Context: an optimization exercise on an open-source flow, tuned for small area, a short achievable clock period and few clock cycles per item. The choices shown serve that exercise and are no tape-out recipe. RTL that was checked went through simulation tests only; none was proved equivalent to the original.

==> 08-26: inputs <==
==> flow/design.v <==
module CORDIC_LUT(N, value);
	input [3:0] N;
	output [29:0] value;
	wire [29:0] atan_LUT [0:15];
	assign atan_LUT[00] = 30'h000028BE;  
	assign atan_LUT[01] = 30'h12E4051D;  
	assign atan_LUT[02] = 30'h09FB385B;  
	assign atan_LUT[03] = 30'h051111D4;  
	assign atan_LUT[04] = 30'h028B0D43;  
	assign atan_LUT[05] = 30'h0145D7E1;  
	assign atan_LUT[06] = 30'h00A2F61E;  
	assign atan_LUT[07] = 30'h00517C55;  
	assign atan_LUT[08] = 30'h0028BE53;  
	assign atan_LUT[09] = 30'h00145F2E;  
	assign atan_LUT[10] = 30'h000A2F98;  
	assign atan_LUT[11] = 30'h000517CC;  
	assign atan_LUT[12] = 30'h00028BE6;  
	assign atan_LUT[13] = 30'h000145F3;  
	assign atan_LUT[14] = 30'h0000A2F9;  
	assign atan_LUT[15] = 30'h0000517D;  
	assign value = atan_LUT[N];
endmodule
module CORDIC_sin_cos (clock, rst, strobe_in, angle, strobe_out, cos, sin);
	input clock;
	input rst;
	input strobe_in;
	input [31:0] angle;
	output strobe_out;
	output [16:0] cos;
	output [16:0] sin;
	reg signed [15:0] X, Y;
	reg [29:0] Z;            
	reg [8:1] PC;            
	reg [3:0] C;                 
	reg NEG;                     
	reg [3:0] CZ;                
	reg busy, done, prev_strobe_in;
	wire start = strobe_in & ~prev_strobe_in;
	wire signed [15:0] X1 = (angle[31] ^ angle[30]) ? -16'sd19429 : 16'sd19429;
	wire signed [15:0] Y1 = angle[31] ? -16'sd19429 : 16'sd19429;
	wire [29:0] Z1 = {~angle[29], angle[28:0]};
	wire pos = ~NEG;
	wire [29:0] atan;
	CORDIC_LUT lut(CZ, atan);
	wire [29:0] K = atan ^ {30{pos}};
	wire [29:0] Zn;
	wire [9:0] co;
	assign co[0] = pos;
	ZADD4 za0(Z[3:0], K[3:0], pos, Zn[3:0], co[1]);
	ZADD4 za1(Z[7:4], K[7:4], PC[1], Zn[7:4], co[2]);
	ZADD4 za2(Z[11:8], K[11:8], PC[2], Zn[11:8], co[3]);
	ZADD4 za3(Z[15:12], K[15:12], PC[3], Zn[15:12], co[4]);
	ZADD4 za4(Z[19:16], K[19:16], PC[4], Zn[19:16], co[5]);
	ZADD4 za5(Z[23:20], K[23:20], PC[5], Zn[23:20], co[6]);
	ZADD4 za6(Z[27:24], K[27:24], PC[6], Zn[27:24], co[7]);
	ZADD1 za7(Z[28:28], K[28:28], PC[7], Zn[28:28], co[8]);
	ZADD1 za8(Z[29:29], K[29:29], PC[8], Zn[29:29], co[9]);
	wire g1 = co[1] & (&Zn[7:4]);
	wire r1 = (&Zn[7:5]) & (co[1] | Zn[4]);
	wire g2 = co[2] & (&Zn[11:8]);
	wire r2 = (&Zn[11:9]) & (co[2] | Zn[8]);
	wire g3 = co[3] & (&Zn[15:12]);
	wire r3 = (&Zn[15:13]) & (co[3] | Zn[12]);
	wire g4 = co[4] & (&Zn[19:16]);
	wire r4 = (&Zn[19:17]) & (co[4] | Zn[16]);
	wire g5 = co[5] & (&Zn[23:20]);
	wire r5 = (&Zn[23:21]) & (co[5] | Zn[20]);
	wire g6 = co[6] & (&Zn[27:24]);
	wire r6 = (&Zn[27:25]) & (co[6] | Zn[24]);
	wire g7 = co[7] & (&Zn[28:28]);
	wire r7 = 1'b1 & (co[7] | Zn[28]);
	wire la_g0 = g3 | (r3 & g2);
	wire la_r0 = r3 & r2;
	wire la_g1 = la_g0 | (la_r0 & g1);
	wire la_r1 = la_r0 & r1;
	wire la_g2 = g5 | (r5 & g4);
	wire la_r2 = r5 & r4;
	wire la_g3 = g7 | (r7 & g6);
	wire la_r3 = r7 & r6;
	wire la_g4 = la_g3 | (la_r3 & la_g2);
	wire la_r4 = la_r3 & la_r2;
	wire la_g5 = la_g4 | (la_r4 & la_g1);
	wire la_r5 = la_r4 & la_r1;
	wire neg_n = Zn[29] ^ co[8] ^ la_g5;
	wire signed [15:0] Xs = (X >>> 1) >>> C;
	wire signed [15:0] Ys = (Y >>> 1) >>> C;
	wire [15:0] Xn, Yn;
	ADD16 ax(X, Ys ^ {16{pos}}, pos, Xn);
	ADD16 ay(Y, Xs ^ {16{NEG}}, NEG, Yn);
	always @(posedge clock) begin
		prev_strobe_in <= strobe_in;
		if (rst) begin
			prev_strobe_in <= 1'b0;
			busy <= 1'b0;
			done <= 1'b0;
		end else begin
			done <= busy & (C == 4'd15);
			if (start)
				busy <= 1'b1;
			else if (C == 4'd15)
				busy <= 1'b0;
		end
	end
	always @(posedge clock) begin
		if (start) begin
			C <= 4'd0;
			CZ <= 4'd1;
			X <= X1;
			Y <= Y1;
			Z <= Z1;
			PC <= 8'd0;
			NEG <= ~angle[29];
		end else begin
			C <= C + 4'd1;
			CZ <= CZ + 4'd1;
			X <= Xn;
			Y <= Yn;
			Z <= Zn;
			PC <= co[8:1];
			NEG <= neg_n;
		end
	end
	assign cos = {X[15], X};
	assign sin = {Y[15], Y};
	assign strobe_out = done;
endmodule
module ZADD1(a, b, ci, s, co);
	input [0:0] a, b;
	input ci;
	output [0:0] s;
	output co;
	wire [1:0] c;
	assign c[0] = ci;
	genvar i;
	generate for (i = 0; i < 1; i = i + 1) begin : bit_
		assign s[i] = a[i] ^ b[i] ^ c[i];
		assign c[i+1] = (a[i] & b[i]) | (a[i] & c[i]) | (b[i] & c[i]);
	end endgenerate
	assign co = c[1];
endmodule
module ZADD4(a, b, ci, s, co);
	input [3:0] a, b;
	input ci;
	output [3:0] s;
	output co;
	wire [4:0] c;
	assign c[0] = ci;
	genvar i;
	generate for (i = 0; i < 4; i = i + 1) begin : bit_
		assign s[i] = a[i] ^ b[i] ^ c[i];
		assign c[i+1] = (a[i] & b[i]) | (a[i] & c[i]) | (b[i] & c[i]);
	end endgenerate
	assign co = c[4];
endmodule
module ADD16(input [15:0] a, b, input ci, output [15:0] s);
wire [16:0] g0 = {a & b, ci};
wire [16:0] p0 = {a ^ b, 1'b0};
wire gg0 = g0[1] | (p0[1] & g0[0]);
wire pp0 = p0[1] & p0[0];
wire gg1 = g0[3] | (p0[3] & g0[2]);
wire pp1 = p0[3] & p0[2];
wire gg2 = g0[5] | (p0[5] & g0[4]);
wire pp2 = p0[5] & p0[4];
wire gg3 = g0[7] | (p0[7] & g0[6]);
wire pp3 = p0[7] & p0[6];
wire gg4 = g0[9] | (p0[9] & g0[8]);
wire pp4 = p0[9] & p0[8];
wire gg5 = g0[11] | (p0[11] & g0[10]);
wire pp5 = p0[11] & p0[10];
wire gg6 = g0[13] | (p0[13] & g0[12]);
wire pp6 = p0[13] & p0[12];
wire gg7 = g0[15] | (p0[15] & g0[14]);
wire pp7 = p0[15] & p0[14];
wire gg8 = gg1 | (pp1 & gg0);
wire pp8 = pp1 & pp0;
wire gg9 = gg3 | (pp3 & gg2);
wire pp9 = pp3 & pp2;
wire gg10 = gg5 | (pp5 & gg4);
wire pp10 = pp5 & pp4;
wire gg11 = gg7 | (pp7 & gg6);
wire pp11 = pp7 & pp6;
wire gg12 = gg9 | (pp9 & gg8);
wire pp12 = pp9 & pp8;
wire gg13 = gg11 | (pp11 & gg10);
wire pp13 = pp11 & pp10;
wire gg14 = gg13 | (pp13 & gg12);
wire pp14 = pp13 & pp12;
wire gg15 = gg10 | (pp10 & gg12);
wire pp15 = pp10 & pp12;
wire gg16 = gg2 | (pp2 & gg8);
wire pp16 = pp2 & pp8;
wire gg17 = gg4 | (pp4 & gg12);
wire pp17 = pp4 & pp12;
wire gg18 = gg6 | (pp6 & gg15);
wire pp18 = pp6 & pp15;
wire gg19 = g0[2] | (p0[2] & gg0);
wire pp19 = p0[2] & pp0;
wire gg20 = g0[4] | (p0[4] & gg8);
wire pp20 = p0[4] & pp8;
wire gg21 = g0[6] | (p0[6] & gg16);
wire pp21 = p0[6] & pp16;
wire gg22 = g0[8] | (p0[8] & gg12);
wire pp22 = p0[8] & pp12;
wire gg23 = g0[10] | (p0[10] & gg17);
wire pp23 = p0[10] & pp17;
wire gg24 = g0[12] | (p0[12] & gg15);
wire pp24 = p0[12] & pp15;
wire gg25 = g0[14] | (p0[14] & gg18);
wire pp25 = p0[14] & pp18;
wire gg26 = g0[16] | (p0[16] & gg14);
wire pp26 = p0[16] & pp14;
wire [15:0] cc = {gg14, gg25, gg18, gg24, gg15, gg23, gg17, gg22, gg12, gg21, gg16, gg20, gg8, gg19, gg0, g0[0]};
assign s = a ^ b ^ cc;
endmodule
==> flow/flow/run.sh <==
#!/bin/bash
# Layout flow: the standard flow (standard.sh) with two changes.
#  - ADDER_MAP_FILE is empty, so synthesis maps no full/half-adder cells and ABC
#    maps the adders to plain gates, which are faster than the library's fa/ha cells.
#  - buffer_ports puts a buf_1 on each port instead of the delay buffer it picks
#    by default.
# The synthesis is otherwise the standard one, so the registers are the same.
set -euo pipefail
export ADDER_MAP_FILE=
export BUFFER_PORTS_ARGS="-buffer_cell sky130_fd_sc_hd__buf_1"
bash standard.sh > standard.log 2>&1
==> flow/standard.sh <==
#!/bin/bash
# synth_recipe.tcl (not shown) runs the flow's synth.tcl, then flattens the netlist and writes it again
# the make line also repeats each setting of config.mk as NAME=value (left out here)
make -C /OpenROAD-flow-scripts/flow DESIGN_CONFIG=/design/flow/config.mk WORK_HOME=/design/flow/orfs CLKGATE_MAP_FILE= SYNTH_SCRIPT=/design/flow/synth_recipe.tcl "${@:-finish}"
==> flow/config.mk <==
export PLATFORM = sky130hd
export DESIGN_NAME = CORDIC_sin_cos
export DESIGN_NICKNAME = CORDIC_sin_cos
export VERILOG_FILES = /design/flow/design.v
export SDC_FILE = /design/flow/constraint.sdc
export NUM_CORES = 4
export LEC_CHECK = 0
export ABC_AREA = 1
export CAP_MARGIN = 20
export CORE_MARGIN = 2
export CORE_UTILIZATION = 40
export SETUP_SLACK_MARGIN = 3.5
export SLEW_MARGIN = 20
==> flow/constraint.sdc <==
create_clock -name core_clock -period 6.5 [get_ports {clock}]
set_input_delay 1.3000 -clock core_clock [delete_from_list [all_inputs] [get_ports {clock}]]
set_output_delay 1.3000 -clock core_clock [all_outputs]
set_load 0.01 [all_outputs]
==> 11-28 (differences from 08-26) <==
--- a/flow/design.v
+++ b/flow/design.v
@@ -2,22 +2,22 @@
 	input [3:0] N;
 	output [29:0] value;
 	wire [29:0] atan_LUT [0:15];
-	assign atan_LUT[00] = 30'h000028BE;  
-	assign atan_LUT[01] = 30'h12E4051D;  
-	assign atan_LUT[02] = 30'h09FB385B;  
-	assign atan_LUT[03] = 30'h051111D4;  
-	assign atan_LUT[04] = 30'h028B0D43;  
-	assign atan_LUT[05] = 30'h0145D7E1;  
-	assign atan_LUT[06] = 30'h00A2F61E;  
-	assign atan_LUT[07] = 30'h00517C55;  
-	assign atan_LUT[08] = 30'h0028BE53;  
-	assign atan_LUT[09] = 30'h00145F2E;  
-	assign atan_LUT[10] = 30'h000A2F98;  
-	assign atan_LUT[11] = 30'h000517CC;  
-	assign atan_LUT[12] = 30'h00028BE6;  
-	assign atan_LUT[13] = 30'h000145F3;  
-	assign atan_LUT[14] = 30'h0000A2F9;  
-	assign atan_LUT[15] = 30'h0000517D;  
+	assign atan_LUT[00] = 30'h12E4051D;  
+	assign atan_LUT[01] = 30'h09FB385B;  
+	assign atan_LUT[02] = 30'h051111D4;  
+	assign atan_LUT[03] = 30'h028B0D43;  
+	assign atan_LUT[04] = 30'h0145D7E1;  
+	assign atan_LUT[05] = 30'h00A2F61E;  
+	assign atan_LUT[06] = 30'h00517C55;  
+	assign atan_LUT[07] = 30'h0028BE53;  
+	assign atan_LUT[08] = 30'h00145F2E;  
+	assign atan_LUT[09] = 30'h000A2F98;  
+	assign atan_LUT[10] = 30'h000517CC;  
+	assign atan_LUT[11] = 30'h00028BE6;  
+	assign atan_LUT[12] = 30'h000145F3;  
+	assign atan_LUT[13] = 30'h0000A2F9;  
+	assign atan_LUT[14] = 30'h0000517D;  
+	assign atan_LUT[15] = 30'h000028BE;  
 	assign value = atan_LUT[N];
 endmodule
 module CORDIC_sin_cos (clock, rst, strobe_in, angle, strobe_out, cos, sin);
@@ -32,61 +32,60 @@
 	reg [29:0] Z;            
 	reg [8:1] PC;            
 	reg [3:0] C;                 
+	reg busy, done, prev_strobe_in;
 	reg NEG;                     
-	reg [3:0] CZ;                
-	reg busy, done, prev_strobe_in;
 	wire start = strobe_in & ~prev_strobe_in;
+	wire [29:0] atan;
+	CORDIC_LUT lut(C, atan);
 	wire signed [15:0] X1 = (angle[31] ^ angle[30]) ? -16'sd19429 : 16'sd19429;
 	wire signed [15:0] Y1 = angle[31] ? -16'sd19429 : 16'sd19429;
-	wire [29:0] Z1 = {~angle[29], angle[28:0]};
-	wire pos = ~NEG;
-	wire [29:0] atan;
-	CORDIC_LUT lut(CZ, atan);
+	wire [29:0] Z1 = {{1{~angle[29]}}, angle[28:0]};
+	wire neg = NEG;
+	wire pos = ~neg;
 	wire [29:0] K = atan ^ {30{pos}};
 	wire [29:0] Zn;
 	wire [9:0] co;
-	assign co[0] = pos;
-	ZADD4 za0(Z[3:0], K[3:0], pos, Zn[3:0], co[1]);
-	ZADD4 za1(Z[7:4], K[7:4], PC[1], Zn[7:4], co[2]);
-	ZADD4 za2(Z[11:8], K[11:8], PC[2], Zn[11:8], co[3]);
-	ZADD4 za3(Z[15:12], K[15:12], PC[3], Zn[15:12], co[4]);
-	ZADD4 za4(Z[19:16], K[19:16], PC[4], Zn[19:16], co[5]);
-	ZADD4 za5(Z[23:20], K[23:20], PC[5], Zn[23:20], co[6]);
-	ZADD4 za6(Z[27:24], K[27:24], PC[6], Zn[27:24], co[7]);
-	ZADD1 za7(Z[28:28], K[28:28], PC[7], Zn[28:28], co[8]);
-	ZADD1 za8(Z[29:29], K[29:29], PC[8], Zn[29:29], co[9]);
-	wire g1 = co[1] & (&Zn[7:4]);
-	wire r1 = (&Zn[7:5]) & (co[1] | Zn[4]);
-	wire g2 = co[2] & (&Zn[11:8]);
-	wire r2 = (&Zn[11:9]) & (co[2] | Zn[8]);
-	wire g3 = co[3] & (&Zn[15:12]);
-	wire r3 = (&Zn[15:13]) & (co[3] | Zn[12]);
-	wire g4 = co[4] & (&Zn[19:16]);
-	wire r4 = (&Zn[19:17]) & (co[4] | Zn[16]);
-	wire g5 = co[5] & (&Zn[23:20]);
-	wire r5 = (&Zn[23:21]) & (co[5] | Zn[20]);
-	wire g6 = co[6] & (&Zn[27:24]);
-	wire r6 = (&Zn[27:25]) & (co[6] | Zn[24]);
-	wire g7 = co[7] & (&Zn[28:28]);
-	wire r7 = 1'b1 & (co[7] | Zn[28]);
-	wire la_g0 = g3 | (r3 & g2);
-	wire la_r0 = r3 & r2;
-	wire la_g1 = la_g0 | (la_r0 & g1);
-	wire la_r1 = la_r0 & r1;
-	wire la_g2 = g5 | (r5 & g4);
-	wire la_r2 = r5 & r4;
-	wire la_g3 = g7 | (r7 & g6);
-	wire la_r3 = r7 & r6;
-	wire la_g4 = la_g3 | (la_r3 & la_g2);
-	wire la_r4 = la_r3 & la_r2;
-	wire la_g5 = la_g4 | (la_r4 & la_g1);
-	wire la_r5 = la_r4 & la_r1;
-	wire neg_n = Zn[29] ^ co[8] ^ la_g5;
+	RCA4 za0(Z[3:0], K[3:0], pos, Zn[3:0], co[1]);
+	RCA4 za1(Z[7:4], K[7:4], PC[1], Zn[7:4], co[2]);
+	RCA4 za2(Z[11:8], K[11:8], PC[2], Zn[11:8], co[3]);
+	RCA4 za3(Z[15:12], K[15:12], PC[3], Zn[15:12], co[4]);
+	RCA4 za4(Z[19:16], K[19:16], PC[4], Zn[19:16], co[5]);
+	RCA4 za5(Z[23:20], K[23:20], PC[5], Zn[23:20], co[6]);
+	RCA4 za6(Z[27:24], K[27:24], PC[6], Zn[27:24], co[7]);
+	RCA1 za7(Z[28:28], K[28:28], PC[7], Zn[28:28], co[8]);
+	RCA1 za8(Z[29:29], K[29:29], PC[8], Zn[29:29], co[9]);
+	wire n_g1 = co[1] & (&Zn[7:4]);
+	wire n_r1 = (&Zn[7:5]) & (co[1] | Zn[4]);
+	wire n_g2 = co[2] & (&Zn[11:8]);
+	wire n_r2 = (&Zn[11:9]) & (co[2] | Zn[8]);
+	wire n_g3 = co[3] & (&Zn[15:12]);
+	wire n_r3 = (&Zn[15:13]) & (co[3] | Zn[12]);
+	wire n_g4 = co[4] & (&Zn[19:16]);
+	wire n_r4 = (&Zn[19:17]) & (co[4] | Zn[16]);
+	wire n_g5 = co[5] & (&Zn[23:20]);
+	wire n_r5 = (&Zn[23:21]) & (co[5] | Zn[20]);
+	wire n_g6 = co[6] & (&Zn[27:24]);
+	wire n_r6 = (&Zn[27:25]) & (co[6] | Zn[24]);
+	wire n_g7 = co[7] & (&Zn[28:28]);
+	wire n_r7 = 1'b1 & (co[7] | Zn[28]);
+	wire n_la_g0 = n_g3 | (n_r3 & n_g2);
+	wire n_la_r0 = n_r3 & n_r2;
+	wire n_la_g1 = n_la_g0 | (n_la_r0 & n_g1);
+	wire n_la_r1 = n_la_r0 & n_r1;
+	wire n_la_g2 = n_g5 | (n_r5 & n_g4);
+	wire n_la_r2 = n_r5 & n_r4;
+	wire n_la_g3 = n_g7 | (n_r7 & n_g6);
+	wire n_la_r3 = n_r7 & n_r6;
+	wire n_la_g4 = n_la_g3 | (n_la_r3 & n_la_g2);
+	wire n_la_r4 = n_la_r3 & n_la_r2;
+	wire n_la_g5 = n_la_g4 | (n_la_r4 & n_la_g1);
+	wire n_la_r5 = n_la_r4 & n_la_r1;
+	wire neg_n = Zn[29] ^ co[8] ^ n_la_g5;
 	wire signed [15:0] Xs = (X >>> 1) >>> C;
 	wire signed [15:0] Ys = (Y >>> 1) >>> C;
 	wire [15:0] Xn, Yn;
 	ADD16 ax(X, Ys ^ {16{pos}}, pos, Xn);
-	ADD16 ay(Y, Xs ^ {16{NEG}}, NEG, Yn);
+	ADD16 ay(Y, Xs ^ {16{neg}}, neg, Yn);
 	always @(posedge clock) begin
 		prev_strobe_in <= strobe_in;
 		if (rst) begin
@@ -104,7 +103,6 @@
 	always @(posedge clock) begin
 		if (start) begin
 			C <= 4'd0;
-			CZ <= 4'd1;
 			X <= X1;
 			Y <= Y1;
 			Z <= Z1;
@@ -112,7 +110,6 @@
 			NEG <= ~angle[29];
 		end else begin
 			C <= C + 4'd1;
-			CZ <= CZ + 4'd1;
 			X <= Xn;
 			Y <= Yn;
 			Z <= Zn;
@@ -124,7 +121,7 @@
 	assign sin = {Y[15], Y};
 	assign strobe_out = done;
 endmodule
-module ZADD1(a, b, ci, s, co);
+module RCA1(a, b, ci, s, co);
 	input [0:0] a, b;
 	input ci;
 	output [0:0] s;
@@ -138,7 +135,7 @@
 	end endgenerate
 	assign co = c[1];
 endmodule
-module ZADD4(a, b, ci, s, co);
+module RCA4(a, b, ci, s, co);
 	input [3:0] a, b;
 	input ci;
 	output [3:0] s;
- CORE_UTILIZATION: 40 -> 60
==> 06-10 (differences from 08-26) <==
--- a/flow/design.v
+++ b/flow/design.v
@@ -1,24 +1,26 @@
-module CORDIC_LUT(N, value);
+module CORDIC_LUT(N, D1, P, value);
 	input [3:0] N;
+	input D1, P;
 	output [29:0] value;
 	wire [29:0] atan_LUT [0:15];
-	assign atan_LUT[00] = 30'h000028BE;  
-	assign atan_LUT[01] = 30'h12E4051D;  
-	assign atan_LUT[02] = 30'h09FB385B;  
-	assign atan_LUT[03] = 30'h051111D4;  
-	assign atan_LUT[04] = 30'h028B0D43;  
-	assign atan_LUT[05] = 30'h0145D7E1;  
-	assign atan_LUT[06] = 30'h00A2F61E;  
-	assign atan_LUT[07] = 30'h00517C55;  
-	assign atan_LUT[08] = 30'h0028BE53;  
-	assign atan_LUT[09] = 30'h00145F2E;  
-	assign atan_LUT[10] = 30'h000A2F98;  
-	assign atan_LUT[11] = 30'h000517CC;  
-	assign atan_LUT[12] = 30'h00028BE6;  
-	assign atan_LUT[13] = 30'h000145F3;  
-	assign atan_LUT[14] = 30'h0000A2F9;  
-	assign atan_LUT[15] = 30'h0000517D;  
-	assign value = atan_LUT[N];
+	assign atan_LUT[00] = 30'h09FB385B;  
+	assign atan_LUT[01] = 30'h051111D4;  
+	assign atan_LUT[02] = 30'h028B0D43;  
+	assign atan_LUT[03] = 30'h0145D7E1;  
+	assign atan_LUT[04] = 30'h00A2F61E;  
+	assign atan_LUT[05] = 30'h00517C55;  
+	assign atan_LUT[06] = 30'h0028BE53;  
+	assign atan_LUT[07] = 30'h00145F2E;  
+	assign atan_LUT[08] = 30'h000A2F98;  
+	assign atan_LUT[09] = 30'h000517CC;  
+	assign atan_LUT[10] = 30'h00028BE6;  
+	assign atan_LUT[11] = 30'h000145F3;  
+	assign atan_LUT[12] = 30'h0000A2F9;  
+	assign atan_LUT[13] = 30'h0000517D;  
+	assign atan_LUT[14] = 30'h000028BE;  
+	assign atan_LUT[15] = 30'h00000000;  
+	wire [29:0] first = D1 ? (P ? 30'h2320C287 : 30'h3717333E) : (P ? 30'h08E8CCC1 : 30'h1CDF3D78);
+	assign value = (N == 4'd0) ? first : (atan_LUT[N] ^ {30{P}});
 endmodule
 module CORDIC_sin_cos (clock, rst, strobe_in, angle, strobe_out, cos, sin);
 	input clock;
@@ -33,16 +35,27 @@
 	reg [8:1] PC;            
 	reg [3:0] C;                 
 	reg NEG;                     
-	reg [3:0] CZ;                
 	reg busy, done, prev_strobe_in;
 	wire start = strobe_in & ~prev_strobe_in;
-	wire signed [15:0] X1 = (angle[31] ^ angle[30]) ? -16'sd19429 : 16'sd19429;
-	wire signed [15:0] Y1 = angle[31] ? -16'sd19429 : 16'sd19429;
+	reg signed [15:0] X2, Y2;
+	always @* begin
+		case (angle[31:29])
+			3'd0: begin X2 = 16'sd29143; Y2 = 16'sd9715; end
+			3'd1: begin X2 = 16'sd9715; Y2 = 16'sd29143; end
+			3'd2: begin X2 = -16'sd9715; Y2 = 16'sd29144; end
+			3'd3: begin X2 = -16'sd29143; Y2 = 16'sd9714; end
+			3'd4: begin X2 = -16'sd29144; Y2 = -16'sd9714; end
+			3'd5: begin X2 = -16'sd9714; Y2 = -16'sd29144; end
+			3'd6: begin X2 = 16'sd9714; Y2 = -16'sd29143; end
+			3'd7: begin X2 = 16'sd29144; Y2 = -16'sd9715; end
+			default: begin X2 = 16'sd0; Y2 = 16'sd0; end
+		endcase
+	end
 	wire [29:0] Z1 = {~angle[29], angle[28:0]};
+	wire [29:0] Z2 = Z1 + (angle[29] ? 30'h2D1BFAE3 : 30'h12E4051D);
 	wire pos = ~NEG;
-	wire [29:0] atan;
-	CORDIC_LUT lut(CZ, atan);
-	wire [29:0] K = atan ^ {30{pos}};
+	wire [29:0] K;
+	CORDIC_LUT lut(C, ~Z[29], pos, K);
 	wire [29:0] Zn;
 	wire [9:0] co;
 	assign co[0] = pos;
@@ -82,8 +95,8 @@
 	wire la_g5 = la_g4 | (la_r4 & la_g1);
 	wire la_r5 = la_r4 & la_r1;
 	wire neg_n = Zn[29] ^ co[8] ^ la_g5;
-	wire signed [15:0] Xs = (X >>> 1) >>> C;
-	wire signed [15:0] Ys = (Y >>> 1) >>> C;
+	wire signed [15:0] Xs = (X >>> 2) >>> C;
+	wire signed [15:0] Ys = (Y >>> 2) >>> C;
 	wire [15:0] Xn, Yn;
 	ADD16 ax(X, Ys ^ {16{pos}}, pos, Xn);
 	ADD16 ay(Y, Xs ^ {16{NEG}}, NEG, Yn);
@@ -94,25 +107,23 @@
 			busy <= 1'b0;
 			done <= 1'b0;
 		end else begin
-			done <= busy & (C == 4'd15);
+			done <= busy & (C == 4'd14);
 			if (start)
 				busy <= 1'b1;
-			else if (C == 4'd15)
+			else if (C == 4'd14)
 				busy <= 1'b0;
 		end
 	end
 	always @(posedge clock) begin
 		if (start) begin
 			C <= 4'd0;
-			CZ <= 4'd1;
-			X <= X1;
-			Y <= Y1;
+			X <= X2;
+			Y <= Y2;
 			Z <= Z1;
 			PC <= 8'd0;
-			NEG <= ~angle[29];
+			NEG <= Z2[29];
 		end else begin
 			C <= C + 4'd1;
-			CZ <= CZ + 4'd1;
 			X <= Xn;
 			Y <= Yn;
 			Z <= Zn;
==> notes <==
- 08-26 produced a clean layout. 11-28 passed the timing, DRC and antenna checks. 06-10 produced a clean layout.
- Die area: 11-28 < 06-10 < 08-26.
- The lowest synthesized cell count belongs to 11-28, the highest to 06-10.
- Of 08-26 and 11-28, 08-26 has the higher maximum frequency (gap 5.7%, measured against 11-28).
- Register-to-register slack: 11-28 is lower than 08-26 (0.099 ns).
Testbench counts of 11-28, summed over its fixed seeds: cycles 34,824, items 2,048.
Function not checked in 08-26 and 06-10: the RTL went through the layout flow alone.

static timing again, ports no longer ideal:
The flow's constraints put no driver on any port. The routed layouts listed below were extracted and timed again, unchanged, in two steps.
Step 1: set_driving_cell puts a clkbuf_16 on clock and a buf_2 on each other input, an assumption about the parent block.
Step 2 moves the port delays by t, midway between the first and last clock arrival at a register: inputs arrive t later, outputs are due t later. That takes back most of the time a late clock gives input paths.
Three values: no drivers, after step 1, after step 2; two values: the first two.
run | shift t [ns] | slack for setup (ns) | worst hold slack (ns) | worst register clock-pin slew, ns | pins driven straight from the clock port
08-26 | 0.403 | 3.819 / 3.819 / 3.532 | 0.480 / 0.480 / 0.480 | 0.08 / 0.08 | 1
11-28 | 0.386 | 3.665 / 3.682 / 3.296 | 0.483 / 0.483 / 0.483 | 0.06 / 0.06 | 1
06-10 | 0.399 | 3.683 / 3.706 / 3.307 | 0.499 / 0.499 / 0.499 | 0.07 / 0.07 | 1
After both steps every run listed still meets setup and hold. The setup slack of 06-10, which loses most, moves by +0.023 ns with the drivers and by -0.376 ns with both steps.
